This design comes from an exercise in tuning for small area on the open sky130 flow, not from production work.
Function was checked by simulation only, so behaviour that the tests miss may differ from the original.
Power is estimated from default activity; no workload was simulated.

==> flow/config.mk <==
export PLATFORM = sky130hd
export DESIGN_NAME = TLD
export DESIGN_NICKNAME = TLD
export VERILOG_FILES = /design/flow/design.v
export SDC_FILE = /design/flow/constraint.sdc
export NUM_CORES = 4
export LEC_CHECK = 0
export CAP_MARGIN = 20
export CORE_MARGIN = 2
export CORE_UTILIZATION = 40
export SLEW_MARGIN = 20
==> flow/constraint.sdc <==
create_clock -name core_clock -period 10.0 [get_ports {clk}]
set_input_delay 2.0000 -clock core_clock [delete_from_list [all_inputs] [get_ports {clk}]]
set_output_delay 2.0000 -clock core_clock [all_outputs]
set_load 0.01 [all_outputs]
==> flow/design.v <==
`timescale 1ns / 1ps
module pulse(clk, rst, pls);
	input clk, rst;
	output pls;
	reg [3:0] counter;
	assign pls = (counter == 4'd9);
	always @(posedge clk, posedge rst)
		if (rst) counter <= 4'b0; else
		if (pls) counter <= 4'b0;
		else counter <= counter + 4'b1;
endmodule
`timescale 1ns / 1ps
module ShiftTenBit(clk, rst, sdi, out);
	input clk, rst, sdi;
	output [9:0] out;
	reg [9:0] out, nout;
	pulse PULSE (.clk(clk),
					 .rst(rst),
					 .pls(pls));
	always @ (posedge clk, posedge rst)
		if (rst) out <= 10'b0;
		else if (pls) out <= nout;
	always @ (*)
		nout = {sdi, out [9:1]};
endmodule
`timescale 1ns / 1ps
module PED(clk, rst, inc, sd);
	input clk, rst, sd;
	output inc;
	reg nq;
	reg [1:0] next;
	wire [9:0] out;
	ShiftTenBit STB (.clk(clk),
							.rst(rst),
							.out(out),
							.sdi(sd));
	assign inc = next[0] & !next[1];
	always @ (posedge clk, posedge rst)
		if (rst) next <= 2'b0;
		else next <= {next[0], nq};
	always @ (*) 
		if (out == 10'h3FF) nq = 1;
		else nq = 0;
endmodule
`timescale 1ns / 1ps
module Button(clk, rst, btn, out);
	input clk, rst, btn;
	output out;
	PED PED1	(.clk(clk),
				.rst(rst),
				.inc(test),
				.sd(btn));
	assign out = test;
endmodule
`timescale 1ns / 1ps
module count32(clk, rst, cnt, q);
	input clk, rst, cnt;
	output [31:0] q;
	reg [31:0] q;
	wire inc;
	wire [9:0] out;
	Button BT (.clk(clk),
					.rst(rst),
					.btn(cnt),
					.out(inc));
	always @(posedge clk, posedge rst)
		if (rst) q <= 32'b0; else
		if (inc) q <= q + 32'b1;
endmodule
`timescale 1ns / 1ps
module Rotation(clk, rst, rotate);
	input clk, rst;
	output rotate;
	reg [4:0] count;
	assign rotate = (count == 5'd19);
	always @(posedge clk, posedge rst)
		if (rst) count <= 5'b0; else
		if (rotate) count <= 5'b0;
		else count <= count + 5'b1;
endmodule
`timescale 1ns / 1ps
module Cathode(clk, rst, cath);
	input clk, rst;
	output reg [2:0] cath;
	Rotation RT1(.clk(clk), .rst(rst), .rotate(rotate));
	always @ (posedge clk, posedge rst)
		if (rst) cath <= 3'b0; else
		if (rotate) cath <= cath + 3'b1;
		else cath <= cath;
endmodule
`timescale 1ns / 1ps
module Multiplexer(clk, rst, out, d2);
	input clk, rst, d2;
	output reg [3:0] out;
	wire [2:0] cath;
	wire [31:0] Ci;
	Cathode CA (.clk(clk),
					.rst(rst),
					.cath(cath));
	count32 CO (.clk(clk),
					.rst(rst),
					.cnt(d2),
					.q(Ci));
	always @ (*)
		 begin
			  case (cath)
					3'b000  :   out = Ci[3:0];
					3'b001  :   out = Ci[7:4];
					3'b010  :   out = Ci[11:8];
					3'b011  :   out = Ci[15:12];
					3'b100  :   out = Ci[19:16];
					3'b101  :   out = Ci[23:20];
					3'b110  :   out = Ci[27:24];
					3'b111  :   out = Ci[31:28];
					default :   out = 4'h0;
			  endcase
		 end
endmodule
`timescale 1ns / 1ps
module Hex_7(clk, rst, Ca, d3);
	input clk, rst, d3;
	output reg [7:0] Ca;
	wire [3:0] HexVal;
	Multiplexer M81 (.clk(clk), .rst(rst), .out(HexVal), .d2(d3));
	always @ (*)
		case(HexVal)
			4'h0: Ca = 8'hC0;
			4'h1: Ca = 8'hF9;
			4'h2: Ca = 8'hA4;
			4'h3: Ca = 8'hB0;
			4'h4: Ca = 8'h99;
			4'h5: Ca = 8'h92;
			4'h6: Ca = 8'h82;
			4'h7: Ca = 8'hF8;
			4'h8: Ca = 8'h80;
			4'h9: Ca = 8'h98;
			4'hA: Ca = 8'h88;
			4'hB: Ca = 8'h83;
			4'hC: Ca = 8'hC6;
			4'hD: Ca = 8'hA1;
			4'hE: Ca = 8'h86;
			4'hF: Ca = 8'h8E;
		default: Ca = 8'hFF;
		endcase
endmodule
`timescale 1ns / 1ps
module Anodes(clk, rst, Anode);
	input clk, rst;
	output [7:0] Anode;
	reg [7:0] Anode,nAnode;
	Rotation RT2 (.clk(clk), .rst(rst), .rotate(rotate));
	always @(posedge clk, posedge rst)
		if (rst) Anode <= 8'hfe;	else 
		if (rotate) Anode <= nAnode;
	always @(*)
		case (Anode)
			8'hFE: 	nAnode = 8'hFD;
			8'hFD: 	nAnode = 8'hFB;
			8'hFB: 	nAnode = 8'hF7;
			8'hF7: 	nAnode = 8'hEF;
			8'hEF: 	nAnode = 8'hDF;
			8'hDF: 	nAnode = 8'hBF;
			8'hBF: 	nAnode = 8'h7F;
			8'h7F: 	nAnode = 8'hFE;
		default: 	nAnode = 8'hFF;
		endcase
endmodule
`timescale 1ns / 1ps
module TLD(clk, rst, Anode, Cathode, signal);
	input clk, rst, signal;
	output [7:0] Anode, Cathode;
	wire [7:0] Anode, Cathode;
	Anodes AN (.clk(clk),
				.rst(rst), 
				.Anode(Anode));
	Hex_7 HX (.clk(clk),
				.rst(rst),
				.Ca(Cathode),
				.d3(signal));
endmodule
==> flow/run.sh <==
#!/bin/bash
# synth_recipe.tcl (not shown) runs the flow's synth.tcl, then flattens the netlist and writes it again
# the make line also repeats each setting of config.mk as NAME=value (left out here)
make -C /OpenROAD-flow-scripts/flow DESIGN_CONFIG=/design/flow/config.mk WORK_HOME=/design/flow/orfs CLKGATE_MAP_FILE= SYNTH_SCRIPT=/design/flow/synth_recipe.tcl finish
==> summary.md, run 1 <==
| Metric | Value |
|---|---|
| MaxCap Viol Count | `0` |
| Core footprint | `0.008678 mm2` |
| Worst r2r src | `HX.M81.CO.q[0]$_DFFE_PP0P_` |
| Synth area leader | `dfrtp_1` |
| Via count | `2472` |
| Root Driver | `clkbuf_8` |
| Post-Layout Cell Count | `466` |
| Critical Path AT | `3.40 ns` |
| DR DRC count | `0` |
| Post-CTS sizing | `0` |
| EDFF count, synth | `0` |
| Hold path cells | `0` |
| P&R area growth vs syn | `13.31%` |
| Pleak | `1.807 nW` |
| PortBufs | `17` |
| Syn Nets | `350` |
| Fin util | `46.63%` |
| Final design area excluding fillers | `0.004046 mm2` |
| Post-CTS setup buffers | `0` |
| Vias in the first global route | `2462` |
| Io pins | `19` |
| Fin nets | `371` |
| CTS tree | `done` |
| GRT Overall Usage | `14.70%` |
| Measured slew at the worst slew-check pin | `0.8469 ns` |
| Top-area cell type share of the netlist area | `43.45%` |
| Largest net degree at the start of global routing | `70` |
| Flop pwr share | `54.2%` |
| Layout cells sized above 1 | `12.85%` |
| R2R Setup Slk | `8.01 ns` |
| Total grt overflow | `0` |
| 1st-iter DRT viols | `95` |
| Initial antenna violation count | `0` |
| Placed cells | `450` |
| Die area | `0.009699 mm2` |
| Worst-Skew Late Latency | `0.36 ns` |
| CP cell instances | `inv_1 -> ha_1 -> or3_1 -> o22ai_1 -> ha_1 -> mux2i_1 -> a221oi_1 -> clkdlybuf4s50_1` |
| CP Data Required Time | `8.00 ns` |
| Startpoint type of the worst setup path | `flop` |
| Number of core rows | `34` |
| Cell mode on critical path | `ha_1` |
| Die width | `98.49 um` |
| CTS Hold Bufs | `0` |
| Final setup vio count | `0` |
| Final Max Tran Viols | `0` |
| Drt pass-1 iters | `5` |
| Synth async-reset ratio | `100.0%` |
| CP max stage cell | `clkdlybuf4s50_1` |
| Antenna viol nets, final | `0` |
| Synth Register Bits | `69` |
| First-pass GRT wire length | `11.52 mm` |
| Final hold viol count | `0` |
| Internal power | `0.3984 mW` |
| RSZ-0062 raised after global routing | `false` |
| P_sw | `0.1193 mW` |
| H-tree depth | `3` |
| Via-to-Cell Ratio | `5.305` |
| Tmin final | `5.401 ns` |
| Worst min path class | `reg -> reg` |
| Clk pwr share | `44.4%` |
| P per Cell Area | `127.9 mW/mm2` |
| Yosys warning count | `13` |
| # clock sinks | `69` |
| Post-DP HPWL | `4.625 mm` |
| Period utilisation layout | `54.01%` |
| Leading cell type in the layout, fill and taps excluded | `dfrtp_1` |
| Seq/Total Area, Yosys | `48.60%` |
| Multi-input gate area | `0.001728 mm2` |
| Max Fclk | `185.2 MHz` |
| Rel. slew slack | `43.54%` |
| Max incr delay on CP | `0.58 ns` |
| Sw Share | `23.04%` |
| VDD IR max | `0.0001262 V` |
| Maximum fanout along the worst path | `10` |
| Most used DFF post-synth | `dfrtp_1` |
| Die height | `98.49 um` |
| Status | `timing/DRC/antenna clean` |
| Placed cell areas | `0.003847 mm2` |
| Reg area | `0.001735 mm2` |
| Initial Utilization | `41.15%` |
| Most frequent cells in the layout | `dfrtp_1 (62), nand2_1 (27), xnor2_1 (25), nor2_1 (25), clkdlybuf4s50_1 (17)` |
| End of the worst hold path | `HX.M81.CO.BT.PED1.next[1]$_DFF_PP0_` |
| CTS Buf Count | `9` |
| Drt wl/cell | `14.11 um` |
| Post-Syn Instances | `332` |
| Clock Skew | `0.01071 ns` |
| Setup CP Type | `reg -> out` |
| Post-synth cell types | `53` |
| Final GP Congestion | `0.8382` |
| Fill cells | `841` |
| Avg Cell Area, Syn | `10.76 um2` |
| Setup TNS | `0 ns` |
| Ant. Diodes | `0` |
| Setup crit end kind | `output port` |
| CTS Buffer Depth | `2` |
| R2r endpoint | `HX.M81.CO.q[26]$_DFFE_PP0P_` |
| Hold_sp | `HX.M81.CO.BT.PED1.next[0]$_DFF_PP0_` |
| Worst Reg-to-Reg Cells | `6` |
| CTS clk-pin slew, worst paths | `0.08 ns` |
| Post-Syn Area | `0.003571 mm2` |
| Comb pwr share | `1.5%` |
| Synth area leaders | `dfrtp_1 (43%), xnor2_1 (6.1%), ha_1 (5.3%)` |
| Total wire length | `6.574 mm` |
==> worst max-delay path: cells and delay by family (launching register included) <==
family | cells | cell delay [ns]
compound gates | 2 | 0.70
buf+inv | 2 | 0.67
fa+ha+maj | 2 | 0.65
simple gates | 1 | 0.48
flops | 1 | 0.41
mux | 1 | 0.14
==> stage by stage <==
stage                     total power [mW]  worst slack (ns)  hold slack (ns)
after CTS                           0.5267             4.576           0.4043
after detailed placement            0.2940             4.976           0.3846
after floorplan                     0.2911             5.573           0.3666
after global routing                0.5358             4.351           0.4219
final                               0.5177             4.599           0.4004
after global placement              0.2936             5.034           0.3796
==> cell families (layout without fill, tap and decap cells) <==
logic type | after synthesis | count (layout) | share of synthesized area (%)
AND/OR/NAND/NOR | 115 | 115 | 18.01
multiplexers | 19 | 19 | 5.746
other | 1 | 1 | 0.1050
flip-flops | 69 | 69 | 48.60
AO/OA/AOI/OAI | 49 | 49 | 9.951
buffers and inverters | 26 | 52 | 3.013
adder cells (fa/ha/maj) | 15 | 15 | 5.256
XOR/XNOR | 38 | 38 | 9.320
==> layer usage <==
metal	part of all wire, %	vias to the layer above	global-route usage [%]
li1	-	1215	-
met1	48	1204	19.96
met2	46	36	22.61
met3	3.7	17	4.468
met4	2.0	0	4.953
met5	0	-	0
==> worst max-delay path by stage <==
stage / to / from / depth (start not counted)
after floorplan: Cathode[3] / HX.M81.CA.cath[1]$_DFFE_PP0N_ / 9
after global placement: Cathode[3] / HX.M81.CA.cath[1]$_DFFE_PP0N_ / 8
after detailed placement: Cathode[3] / HX.M81.CA.cath[1]$_DFFE_PP0N_ / 8
after CTS: Cathode[3] / HX.M81.CA.cath[1]$_DFFE_PP0N_ / 8
after global routing: Cathode[3] / HX.M81.CA.cath[2]$_DFFE_PP0N_ / 9
final: Cathode[3] / HX.M81.CA.cath[1]$_DFFE_PP0N_ / 8
==> Yosys cell counts, drive strengths merged (5+ instances only) <==
library cell	n
a21oi	9
a22oi	9
buf	6
dfrtp	62
dfstp	7
ha	15
inv	17
mux2	12
mux2i	7
nand2	27
nand3	16
nand4	13
nor2	25
nor3	9
o21ai	8
or2	5
xnor2	25
xor2	13
==> area by class of cell <==
type,instances,area share (%)
Tap cell,108,3.340
Multi-Input combinational cell,237,42.70
Clock inverter,6,1.763
Timing Repair Buffer,19,4.576
Sequential cell,69,42.89
Inverter,17,1.577
Clock buffer,10,3.154
==> sequential cells by signal (all words and copies together) (netlist names) <==
register and flops:
HX.M81.CA.cath 3, HX.M81.CO.BT.PED1.STB.PULSE.counter 4, HX.M81.CO.BT.PED1.next 2, HX.M81.CA.RT1.count 5, AN.RT2.count 5, HX.M81.CO.BT.PED1.STB.out 10
HX.M81.CO.q 32, AN.Anode 8
==> power by group through the flow <==
stage / registers (mW) / logic [mW] / clock network [mW]
detailed placement: 0.286 / 0.00817 / 0
CTS: 0.280 / 0.00823 / 0.238
floorplan: 0.286 / 0.00546 / 0
global route: 0.280 / 0.00915 / 0.246
finish: 0.280 / 0.00758 / 0.230
global placement: 0.286 / 0.00793 / 0
==> run 2, diff against run 1 <==
==> flow/design.v (replaced) <==
module TLD(clk, rst, Anode, Cathode, signal);
	input clk, rst, signal;
	output [7:0] Anode, Cathode;
	reg [7:0] Anode, Cathode;
	reg [3:0] pre;
	reg [3:0] ph;
	reg [3:0] run;
	reg [31:0] q;
	wire pls = (pre == 4'd9);
	wire inc = (run == 4'd10) && (pre == 4'd1);
	always @(posedge clk, posedge rst)
		if (rst) pre <= 4'd0;
		else if (pls) pre <= 4'd0;
		else pre <= pre + 4'd1;
	always @(posedge clk, posedge rst)
		if (rst) ph <= 4'd0;
		else if (pls) ph <= ph + 4'd1;
	always @(posedge clk, posedge rst)
		if (rst) run <= 4'd0;
		else if (pls) begin
			if (!signal) run <= 4'd0;
			else if (run != 4'd11) run <= run + 4'd1;
		end
	wire [32:0] t;
	assign t[0] = inc;
	genvar i;
	generate for (i = 0; i < 32; i = i + 1) begin : g_cnt
		assign t[i+1] = t[i] & q[i];
		always @(posedge clk, posedge rst)
			if (rst) q[i] <= 1'b0;
			else q[i] <= q[i] ^ t[i];
	end endgenerate
	wire [2:0] d = ph[3:1];
	wire [3:0] hex = q[{d, 2'b00} +: 4];
	always @(*) begin
		Anode = 8'hFF;
		Anode[d] = 1'b0;
	end
	always @(*)
		case (hex)
			4'h0: Cathode = 8'hC0;
			4'h1: Cathode = 8'hF9;
			4'h2: Cathode = 8'hA4;
			4'h3: Cathode = 8'hB0;
			4'h4: Cathode = 8'h99;
			4'h5: Cathode = 8'h92;
			4'h6: Cathode = 8'h82;
			4'h7: Cathode = 8'hF8;
			4'h8: Cathode = 8'h80;
			4'h9: Cathode = 8'h98;
			4'hA: Cathode = 8'h88;
			4'hB: Cathode = 8'h83;
			4'hC: Cathode = 8'hC6;
			4'hD: Cathode = 8'hA1;
			4'hE: Cathode = 8'h86;
			default: Cathode = 8'h8E;
		endcase
endmodule
==> flow/flow/run.sh (new file) <==
#!/bin/bash
# Standard ORFS layout with two changes: the port buffers are the smallest
# buffer (buf_1), and clock tree synthesis adds no dummy loads.
set -euo pipefail
export BUFFER_PORTS_ARGS="-buffer_cell sky130_fd_sc_hd__buf_1"
export CTS_ARGS="-sink_clustering_enable -repair_clock_nets -dont_use_dummy_load"
bash standard.sh > standard.log 2>&1
==> flow/standard.sh (new file) <==
#!/bin/bash
# synth_recipe.tcl (not shown) runs the flow's synth.tcl, then flattens the netlist and writes it again
# the make line also repeats each setting of config.mk as NAME=value (left out here)
make -C /OpenROAD-flow-scripts/flow DESIGN_CONFIG=/design/flow/config.mk WORK_HOME=/design/flow/orfs CLKGATE_MAP_FILE= SYNTH_SCRIPT=/design/flow/synth_recipe.tcl "${@:-finish}"
--- a/flow/config.mk
+++ b/flow/config.mk
@@ -7,5 +7,5 @@
 export LEC_CHECK = 0
 export CAP_MARGIN = 20
 export CORE_MARGIN = 2
-export CORE_UTILIZATION = 40
+export CORE_UTILIZATION = 60
 export SLEW_MARGIN = 20
removed: flow/run.sh
==> summary.md, run 2 <==
| Metric | Value |
|---|---|
| Status | `timing/DRC/antenna clean` |
| Internal power | `0.2257 mW` |
| Critical Path AT | `6.88 ns` |
| Fill cells | `300` |
| H-tree depth | `2` |
| Setup TNS | `0 ns` |
| Fin nets | `257` |
| Yosys warning count | `1` |
| CTS Hold Bufs | `0` |
| R2r endpoint | `q[31]$_DFF_PP0_` |
| Top-count cell post-synth | `dfrtp_1` |
| Worst Reg-to-Reg Cells | `35` |
| Post-Syn Instances | `192` |
| Clk pwr share | `34.2%` |
| Via-to-Cell Ratio | `5.432` |
| Post-Syn Area | `0.002425 mm2` |
| # clock sinks | `44` |
| Worst min path class | `reg -> reg` |
| Fin util | `65.28%` |
| Commonest cells post-synth | `dfrtp_1 (44), ha_1 (43), nand2_1 (21)` |
| Clock Skew | `0.01864 ns` |
| Final hold viol count | `0` |
| PortBufs | `17` |
| Number of core rows | `23` |
| Rel. slew slack | `45.17%` |
| Die width | `67.57 um` |
| Largest net degree at the start of global routing | `45` |
| Syn Nets | `238` |
| Largest register by flop count | `q` |
| Initial Utilization | `61.50%` |
| Multi-input gate area | `0.001229 mm2` |
| Die area | `0.004566 mm2` |
| Via count | `1407` |
| Hold_sp | `q[31]$_DFF_PP0_` |
| Tmin final | `6.713 ns` |
| Measured slew at the worst slew-check pin | `0.7996 ns` |
| Final setup vio count | `0` |
| Max incr delay on CP | `0.40 ns` |
| Initial antenna violation count | `0` |
| Synth area leaders | `dfrtp_1 (45%), ha_1 (22%), mux4_2 (4.6%)` |
| Worst r2r src | `run[0]$_DFFE_PP0P_` |
| Setup crit end kind | `flop` |
| Root Driver | `clkbuf_8` |
| Max reg flops | `32` |
| R2R Setup Slk | `3.29 ns` |
| Most used DFF post-synth | `dfrtp_1` |
| First-pass GRT wire length | `6.486 mm` |
| CTS Buffer Depth | `2` |
| Post-CTS sizing | `0` |
| Leading cell type in the layout, fill and taps excluded | `dfrtp_1` |
| Reg area | `0.001101 mm2` |
| GRT Overall Usage | `19.45%` |
| Maximum fanout along the worst path | `4` |
| Total wire length | `3.781 mm` |
| Worst-Skew Late Latency | `0.29 ns` |
| 1st-iter DRT viols | `47` |
| Cell mode on critical path | `ha_1` |
| Setup CP Type | `reg -> reg` |
| P_sw | `0.05803 mW` |
| Total grt overflow | `0` |
| Ant. Diodes | `0` |
| Flop pwr share | `63.4%` |
| Synth async-reset ratio | `100.0%` |
| Layout cells sized above 1 | `7.656%` |
| Final Max Tran Viols | `0` |
| Max Fclk | `149.0 MHz` |
| P per Cell Area | `110.2 mW/mm2` |
| P&R area growth vs syn | `6.140%` |
| VDD IR max | `0.0001070 V` |
| EDFF count, synth | `0` |
| Seq/Total Area, Yosys | `45.41%` |
| CP max stage cell | `dfrtp_1` |
| Period utilisation layout | `67.13%` |
| CTS Buf Count | `5` |
| Synth area leader | `dfrtp_1` |
| Pleak | `1.424 nW` |
| Io pins | `19` |
| Comb pwr share | `2.4%` |
| Antenna viol nets, final | `0` |
| Synth Register Bits | `44` |
| MaxCap Viol Count | `0` |
| DR DRC count | `0` |
| Top-area cell type share of the netlist area | `45.41%` |
| Avg Cell Area, Syn | `12.63 um2` |
| Die height | `67.57 um` |
| Most frequent cells in the layout | `dfrtp_1 (44), ha_1 (43), nand2_1 (21)` |
| Hold path cells | `1` |
| Post-CTS setup buffers | `0` |
| Worst Hold Slack | `0.4803 ns` |
| Final GP Congestion | `0.7172` |
| CTS clk-pin slew, worst paths | `0.08 ns` |
| Startpoint type of the worst setup path | `flop` |
| Drt pass-1 iters | `4` |
| End of the worst hold path | `q[31]$_DFF_PP0_` |
| Core footprint | `0.003943 mm2` |
| RSZ-0062 raised after global routing | `false` |
| Post-synth cell types | `37` |
| CTS tree | `done` |
| Post-DP HPWL | `2.943 mm` |
| CP Data Required Time | `10.17 ns` |
| Drt wl/cell | `14.60 um` |
| Sw Share | `20.46%` |
| Vias in the first global route | `1421` |
-- run 2: layout make-up --
class                   instances  share of cell area [%]
clock buffers                   5                   2.674
inverters                      11                   1.604
multi-input cells             131                   47.74
flip-flops and latches         44                   42.78
well taps                      50                   2.431
repair buffers                 18                   2.771
-- run 2: worst max path at each step --
stage	from	end	slack, ns	depth (start not counted)
4_1_cts	run[0]$_DFFE_PP0P_	q[31]$_DFF_PP0_	3.21	35
5_1_grt	run[0]$_DFFE_PP0P_	q[31]$_DFF_PP0_	2.92	35
3_5_place_dp	run[0]$_DFFE_PP0P_	q[31]$_DFF_PP0_	3.28	35
2_1_floorplan	run[0]$_DFFE_PP0P_	q[31]$_DFF_PP0_	3.70	35
3_3_place_gp	run[0]$_DFFE_PP0P_	q[31]$_DFF_PP0_	3.42	35
6_report	run[0]$_DFFE_PP0P_	q[31]$_DFF_PP0_	3.29	35
-- run 2: power by group through the flow --
stage / registers [mW] / clock network, mW / logic [mW]
final: 0.180 / 0.0969 / 0.00694
after floorplan: 0.183 / 0 / 0.00518
after global routing: 0.180 / 0.106 / 0.00834
after global placement: 0.183 / 0 / 0.00670
after CTS: 0.180 / 0.0997 / 0.00725
after detailed placement: 0.183 / 0 / 0.00724
-- run 2: cell families (layout without fill, tap and decap cells) --
logic type / count (synthesis) / after routing / synth area share, %
adder cells (fa/ha/maj): 43 / 43 / 22.19
multiplexers: 15 / 15 / 11.35
AND/OR/NAND/NOR: 44 / 44 / 9.237
XOR/XNOR: 7 / 7 / 2.528
AO/OA/AOI/OAI: 21 / 21 / 5.211
flip-flops: 44 / 44 / 45.41
other: 1 / 1 / 0.1547
buffers and inverters: 17 / 34 / 3.921
-- run 2: layer usage --
metal | routed length, um | vias to the layer above | global-route usage [%]
met3 | 116 | 4 | 5.000
met2 | 1772 | 20 | 32.23
li1 | - | 715 | -
met4 | 35 | 0 | 4.592
met1 | 1857 | 668 | 25.76
met5 | 0 | - | 0
-- run 2: worst max-delay path: cells and delay by family (launching register included) --
family	cells	cell delay, ns
simple gates	1	0.15
fa+ha+maj	32	5.86
flops	1	0.40
xor+xnor	1	0.14
buf+inv	1	0.07
-- run 2: stage by stage --
stage               cells  total power, mW  setup WS, ns  area [um2]
CTS                   259           0.2868         3.213        2574
detailed placement    254           0.1906         3.282        2505
global placement      254           0.1899         3.415        2505
global route          259           0.2947         2.921        2574
finish                259           0.2837         3.287        2574
floorplan             192           0.1883         3.702        2425
==> run 3, diff against run 2 <==
==> flow/run.sh (new file) <==
#!/bin/bash
# synth_recipe.tcl (not shown) runs the flow's synth.tcl, then flattens the netlist and writes it again
# the make line also repeats each setting of config.mk as NAME=value (left out here)
make -C /OpenROAD-flow-scripts/flow DESIGN_CONFIG=/design/flow/config.mk WORK_HOME=/design/flow/orfs CLKGATE_MAP_FILE= SYNTH_SCRIPT=/design/flow/synth_recipe.tcl finish
--- a/flow/config.mk
+++ b/flow/config.mk
@@ -7,5 +7,5 @@
 export LEC_CHECK = 0
 export CAP_MARGIN = 20
 export CORE_MARGIN = 2
-export CORE_UTILIZATION = 60
+export CORE_UTILIZATION = 40
 export SLEW_MARGIN = 20
removed: flow/flow/run.sh
removed: flow/standard.sh
==> summary.md, run 3 <==
| Metric | Value |
|---|---|
| CTS Buf Count | `5` |
| Commonest cells post-synth | `dfrtp_1 (44), ha_1 (43), nand2_1 (21)` |
| Comb pwr share | `2.5%` |
| Setup crit end kind | `flop` |
| Setup TNS | `0 ns` |
| Largest register by flop count | `q` |
| Post-synth cell types | `37` |
| Total wire length | `3.845 mm` |
| Startpoint type of the worst setup path | `flop` |
| Core footprint | `0.005886 mm2` |
| Setup CP Type | `reg -> reg` |
| Via count | `1454` |
| H-tree depth | `2` |
| MaxCap Viol Count | `0` |
| Rel. slew slack | `45.38%` |
| Avg Cell Area, Syn | `12.63 um2` |
| Final setup vio count | `0` |
| Drt pass-1 iters | `4` |
| VDD IR max | `0.00005019 V` |
| Power, Total | `0.3046 mW` |
| CP Depth | `35` |
| Period utilisation layout | `66.93%` |
| Drt wl/cell | `13.40 um` |
| Via-to-Cell Ratio | `5.066` |
| Antenna viol nets, final | `0` |
| Post-CTS setup buffers | `0` |
| Hold_sp | `q[31]$_DFF_PP0_` |
| Die area | `0.006701 mm2` |
| Synth async-reset ratio | `100.0%` |
| Top-count cell post-synth | `dfrtp_1` |
| P_sw | `0.06768 mW` |
| Most frequent cells in the layout | `dfrtp_1 (44), ha_1 (43), nand2_1 (21)` |
| Worst path bufs/invs | `1` |
| Post-CTS sizing | `0` |
| Die height | `81.86 um` |
| CTS tree | `done` |
| Sw Share | `22.22%` |
| Die width | `81.86 um` |
| Fin nets | `257` |
| Number of core rows | `28` |
| Worst min path class | `reg -> reg` |
| Largest net degree at the start of global routing | `45` |
| Tmin final | `6.693 ns` |
| Hold path cells | `1` |
| Max incr delay on CP | `0.40 ns` |
| Maximum fanout along the worst path | `4` |
| Clk pwr share | `38.5%` |
| Yosys warning count | `1` |
| Initial antenna violation count | `0` |
| Internal power | `0.2369 mW` |
| Fin util | `46.56%` |
| Initial Utilization | `41.20%` |
| CP top delay family | `adder cells` |
| CP max stage cell | `dfrtp_1` |
| Post-Layout Cell Count | `287` |
| Top-area cell type share of the netlist area | `45.41%` |
| EDFF count, synth | `0` |
| RSZ-0062 raised after global routing | `false` |
| Total grt overflow | `0` |
| Critical Path AT | `6.88 ns` |
| # clock sinks | `44` |
| Post-DP HPWL | `2.951 mm` |
| Placed cells | `279` |
| Ant. Diodes | `0` |
| First-pass GRT wire length | `6.789 mm` |
| P per Cell Area | `111.2 mW/mm2` |
| GRT Overall Usage | `13.50%` |
| CTS Buffer Depth | `2` |
| Io pins | `19` |
| Clock Skew | `0.007177 ns` |
| Vias in the first global route | `1416` |
| CTS Hold Bufs | `0` |
| CTS clk-pin slew, worst paths | `0.08 ns` |
| Root Driver | `clkbuf_8` |
| Most used DFF post-synth | `dfrtp_1` |
| Syn Nets | `238` |
| Final hold viol count | `0` |
| Cell mode on critical path | `ha_1` |
| Worst-Skew Late Latency | `0.30 ns` |
| Max reg flops | `32` |
| CP Data Required Time | `10.19 ns` |
| Worst r2r src | `run[0]$_DFFE_PP0P_` |
| Worst Hold Slack | `0.4690 ns` |
| P&R area growth vs syn | `13.00%` |
| Flop pwr share | `59.0%` |
| Pleak | `1.475 nW` |
| Max Fclk | `149.4 MHz` |
| Status | `timing/DRC/antenna clean` |
| Synth Register Bits | `44` |
| PortBufs | `17` |
| Fill cells | `547` |
| Synth area leader | `dfrtp_1` |
| Seq/Total Area, Yosys | `45.41%` |
| Measured slew at the worst slew-check pin | `0.7965 ns` |
| 1st-iter DRT viols | `50` |
| Post-Syn Instances | `192` |
| Worst Reg-to-Reg Cells | `35` |
| Final Max Tran Viols | `0` |
| Synth area leaders | `dfrtp_1 (45%), ha_1 (22%), mux4_2 (4.6%)` |
| Layout cells sized above 1 | `8.962%` |
| Crit. Startpoint | `run[0]$_DFFE_PP0P_` |
| DR DRC count | `0` |
| Final GP Congestion | `0.7332` |
| Post-Syn Area | `0.002425 mm2` |
| Leading cell type in the layout, fill and taps excluded | `dfrtp_1` |
## run 3: cell counts after synthesis
Identical to the previous run, type by type.
## run 3: per-layer routing
layer  part of all wire (%)  GRT usage, %  up-vias
met5                      0             0        -
met4                    1.6         5.500        0
met3                    3.8         2.967        6
met2                     43         20.00       29
met1                     51         19.11      700
li1                       -             -      719
## run 3: cell families after synthesis
family	after synthesis	share of synthesized area, %
muxes	15	11.35
xor gates and xnor gates	7	2.528
DFF	44	45.41
buffers and inverters	17	3.921
AOI/OAI and AO/OA	21	5.211
other	1	0.1547
and+or+nand+nor	44	9.237
adders and majority gates	43	22.19
## run 3: worst paths after layout
kind                       slack [ns]               to
max in group asynchronous        7.48   q[7]$_DFF_PP0_
setup / recovery                 3.31  q[31]$_DFF_PP0_
min in group asynchronous        2.14  q[16]$_DFF_PP0_
setup reg to reg                 3.31  q[31]$_DFF_PP0_
hold / removal                   0.47  q[31]$_DFF_PP0_
hold reg to reg                  0.47  q[31]$_DFF_PP0_
## run 3: final cells by class
class / count / area, um2 / share of cell area [%]
Clock buffer: 6 / 82.58 / 3.014
Clock inverter: 2 / 15.01 / 0.5479
Inverter: 11 / 41.29 / 1.507
Multi-Input combinational cell: 131 / 1229 / 44.84
Sequential cell: 44 / 1101 / 40.18
Tap cell: 75 / 93.84 / 3.425
Timing Repair Buffer: 18 / 177.7 / 6.484
## run 3: power by group through the flow
| stage | sequential, mW | combinational [mW] | clock, mW |
|---|---|---|---|
| finish | 0.180 | 0.00761 | 0.117 |
| global route | 0.180 | 0.00899 | 0.132 |
| CTS | 0.180 | 0.00802 | 0.122 |
| detailed placement | 0.183 | 0.00800 | 0 |
| global placement | 0.183 | 0.00778 | 0 |
| floorplan | 0.183 | 0.00518 | 0 |
## run 3: metrics by stage
step           cell area (um2)  setup slack, ns
4_1_cts                   2740            3.233
3_5_place_dp              2643            3.243
2_1_floorplan             2425            3.702
5_1_grt                   2740            2.940
6_report                  2740            3.307
3_3_place_gp              2643            3.313
==> run 4, diff against run 3 <==
==> flow/flow/run.sh (new file) <==
#!/bin/bash
# Standard ORFS layout with these changes: the port buffers are the smallest
# buffer (buf_1), and clock tree synthesis clusters all the flip-flops under
# few buffers and adds no dummy loads.
set -euo pipefail
export BUFFER_PORTS_ARGS="-buffer_cell sky130_fd_sc_hd__buf_1"
export CTS_ARGS="-sink_clustering_enable -sink_clustering_size 50 -sink_clustering_max_diameter 400 -repair_clock_nets -dont_use_dummy_load -root_buf sky130_fd_sc_hd__clkbuf_8 -buf_list sky130_fd_sc_hd__clkbuf_8"
bash standard.sh > standard.log 2>&1
==> flow/standard.sh (new file) <==
#!/bin/bash
# synth_recipe.tcl (not shown) runs the flow's synth.tcl, then flattens the netlist and writes it again
# the make line also repeats each setting of config.mk as NAME=value (left out here)
make -C /OpenROAD-flow-scripts/flow DESIGN_CONFIG=/design/flow/config.mk WORK_HOME=/design/flow/orfs CLKGATE_MAP_FILE= SYNTH_SCRIPT=/design/flow/synth_recipe.tcl "${@:-finish}"
--- a/flow/config.mk
+++ b/flow/config.mk
@@ -7,5 +7,5 @@
 export LEC_CHECK = 0
 export CAP_MARGIN = 20
 export CORE_MARGIN = 2
-export CORE_UTILIZATION = 40
+export CORE_UTILIZATION = 60
 export SLEW_MARGIN = 20
removed: flow/run.sh
==> summary.md, run 4 <==
| Metric | Value |
|---|---|
| Status | `timing/DRC/antenna clean` |
| DR DRC count | `0` |
| Cell mode on critical path | `ha_1` |
| Final GP Congestion | `0.7172` |
| Avg Cell Area, Syn | `12.63 um2` |
| Seq/Total Area, Yosys | `45.41%` |
| Worst min path class | `reg -> reg` |
| Top-count cell post-synth | `dfrtp_1` |
| EDFF count, synth | `0` |
| Drt pass-1 iters | `4` |
| Number of core rows | `23` |
| H-tree depth | `2` |
| RSZ-0062 raised after global routing | `false` |
| Setup CP Type | `reg -> reg` |
| Final setup vio count | `0` |
| Fin nets | `257` |
| Worst-Skew Late Latency | `0.29 ns` |
| CP Data Required Time | `10.17 ns` |
| Layout cells sized above 1 | `7.656%` |
| Power, Total | `0.2837 mW` |
| Setup crit end kind | `flop` |
| Initial Utilization | `61.50%` |
| Die width | `67.57 um` |
| Post-Syn Instances | `192` |
| Multi-input gate area | `0.001229 mm2` |
| Initial antenna violation count | `0` |
| Max Fclk | `149.0 MHz` |
| Comb pwr share | `2.4%` |
| Clock Skew | `0.01864 ns` |
| Io pins | `19` |
| Rel. slew slack | `45.17%` |
| Die area | `0.004566 mm2` |
| Final Max Tran Viols | `0` |
| Reg area | `0.001101 mm2` |
| # clock sinks | `44` |
| Total wire length | `3.781 mm` |
| Post-synth cell types | `37` |
| Vias in the first global route | `1421` |
| Die height | `67.57 um` |
| Placed cells | `254` |
| Post-CTS setup buffers | `0` |
| Via-to-Cell Ratio | `5.432` |
| Max reg flops | `32` |
| Syn Nets | `238` |
| Max incr delay on CP | `0.40 ns` |
| Period utilisation layout | `67.13%` |
| Largest net degree at the start of global routing | `45` |
| Worst Hold Slack | `0.4803 ns` |
| Commonest cells post-synth | `dfrtp_1 (44), ha_1 (43), nand2_1 (21)` |
| Final design area excluding fillers | `0.002574 mm2` |
| CTS Hold Bufs | `0` |
| Startpoint type of the worst setup path | `flop` |
| CTS Buf Count | `5` |
| Core footprint | `0.003943 mm2` |
| Total grt overflow | `0` |
| MaxCap Viol Count | `0` |
| Maximum fanout along the worst path | `4` |
| First-pass GRT wire length | `6.486 mm` |
| Post-Layout Cell Count | `259` |
| PortBufs | `17` |
| CTS clk-pin slew, worst paths | `0.08 ns` |
| Via count | `1407` |
| Synth async-reset ratio | `100.0%` |
| Final Worst Setup Slack | `3.287 ns` |
| P&R area growth vs syn | `6.140%` |
| Final hold viol count | `0` |
| Clk pwr share | `34.2%` |
| Placed cell areas | `0.002505 mm2` |
| GRT Overall Usage | `19.45%` |
| Leading cell type in the layout, fill and taps excluded | `dfrtp_1` |
| Flop pwr share | `63.4%` |
| Post-DP HPWL | `2.943 mm` |
| P_sw | `0.05803 mW` |
| CTS tree | `done` |
| CTS Buffer Depth | `2` |
| Most used DFF post-synth | `dfrtp_1` |
| Most frequent cells in the layout | `dfrtp_1 (44), ha_1 (43), nand2_1 (21)` |
| CP max stage cell | `dfrtp_1` |
| 1st-iter DRT viols | `47` |
| Internal power | `0.2257 mW` |
| Fill cells | `300` |
| VDD IR max | `0.0001070 V` |
| Post-CTS sizing | `0` |
| Synth area leader | `dfrtp_1` |
| Drt wl/cell | `14.60 um` |
| Fin util | `65.28%` |
| Setup TNS | `0 ns` |
| Ant. Diodes | `0` |
| Synth Register Bits | `44` |
| Measured slew at the worst slew-check pin | `0.7996 ns` |
| Sw Share | `20.46%` |
| Post-Syn Area | `0.002425 mm2` |
| Top-area cell type share of the netlist area | `45.41%` |
| Root Driver | `clkbuf_8` |
| Largest register by flop count | `q` |
| P per Cell Area | `110.2 mW/mm2` |
| Critical Path AT | `6.88 ns` |
| Place WS | `3.282 ns` |
| Pleak | `1.424 nW` |
| Tmin final | `6.713 ns` |
| Antenna viol nets, final | `0` |
| Yosys warning count | `1` |
| Synth area leaders | `dfrtp_1 (45%), ha_1 (22%), mux4_2 (4.6%)` |
==> run 4: cell counts after synthesis <==
No cell type changed its count.
==> run 4: per-layer routing <==
| layer | vias to the layer above | GRT usage (%) | share of wire (%) |
|---|---|---|---|
| met2 | 20 | 32.23 | 47 |
| met5 | - | 0 | 0 |
| met3 | 4 | 5.000 | 3.1 |
| li1 | 715 | - | - |
| met1 | 668 | 25.76 | 49 |
| met4 | 0 | 4.592 | 0.93 |
==> run 4: worst max-delay path: cells and delay by family (launching register included) <==
family | cells | cell delay (ns)
fa+ha+maj | 32 | 5.86
flops | 1 | 0.40
simple gates | 1 | 0.15
xor+xnor | 1 | 0.14
buf+inv | 1 | 0.07
==> run 4: worst paths after layout <==
path,startpoint,to,slack (ns),cells past startpoint
worst max-delay path,run[0]$_DFFE_PP0P_,q[31]$_DFF_PP0_,3.29,35
worst min-delay path,q[31]$_DFF_PP0_,q[31]$_DFF_PP0_,0.48,1
worst max register to register,run[0]$_DFFE_PP0P_,q[31]$_DFF_PP0_,3.29,35
worst min register to register,q[31]$_DFF_PP0_,q[31]$_DFF_PP0_,0.48,1
max in group asynchronous,rst,q[1]$_DFF_PP0_,7.82,3
min in group asynchronous,rst,pre[0]$_DFF_PP0_,1.80,3
==> run 4: power groups by stage <==
| stage | registers, mW | clock network (mW) | logic (mW) |
|---|---|---|---|
| 2_1_floorplan | 0.183 | 0 | 0.00518 |
| 3_3_place_gp | 0.183 | 0 | 0.00670 |
| 3_5_place_dp | 0.183 | 0 | 0.00724 |
| 4_1_cts | 0.180 | 0.0997 | 0.00725 |
| 5_1_grt | 0.180 | 0.106 | 0.00834 |
| 6_report | 0.180 | 0.0969 | 0.00694 |
==> run 4: layout make-up <==
type / count / share of cell area [%]
Clock buffer: 5 / 2.674
Inverter: 11 / 1.604
Multi-Input combinational cell: 131 / 47.74
Sequential cell: 44 / 42.78
Tap cell: 50 / 2.431
Timing Repair Buffer: 18 / 2.771
==> run 4: logic make-up after synthesis <==
logic type                 after synthesis  share of synthesized area [%]
xor gates and xnor gates                 7                          2.528
DFF                                     44                          45.41
and+or+nand+nor                         44                          9.237
muxes                                   15                          11.35
AOI/OAI and AO/OA                       21                          5.211
buffers and inverters                   17                          3.921
other                                    1                         0.1547
adders and majority gates               43                          22.19

-- afterwards: timing with drivers on the ports --
How much do the figures lean on ideal ports? The routed layouts below were timed once more, with nothing changed but the port constraints.
Step 1: set_driving_cell puts a clkbuf_16 on clk and a buf_2 on each other input, an assumption about the parent block.
Step 2, shift: input delay + t, output delay - t, t = (earliest + latest rising clock arrival at the registers) / 2. This alone moves slack from input paths to output paths.
Slacks: ideal / step 1 / step 2; pairs: ideal / step 1.
run	t (ns)	setup WS [ns]	clock arrival spread, ns	worst data-port slew with drivers (ns)
run 1	0.379	4.599 / 4.571 / 4.950	0.012 / 0.012	0.03
run 2	0.306	3.287 / 3.287 / 3.287	0.018 / 0.018	0.03
run 3	0.324	3.307 / 3.307 / 3.307	0.008 / 0.007	0.03
run 4	0.306	3.287 / 3.287 / 3.287	0.018 / 0.018	0.03
After both steps every run listed still meets setup and hold.
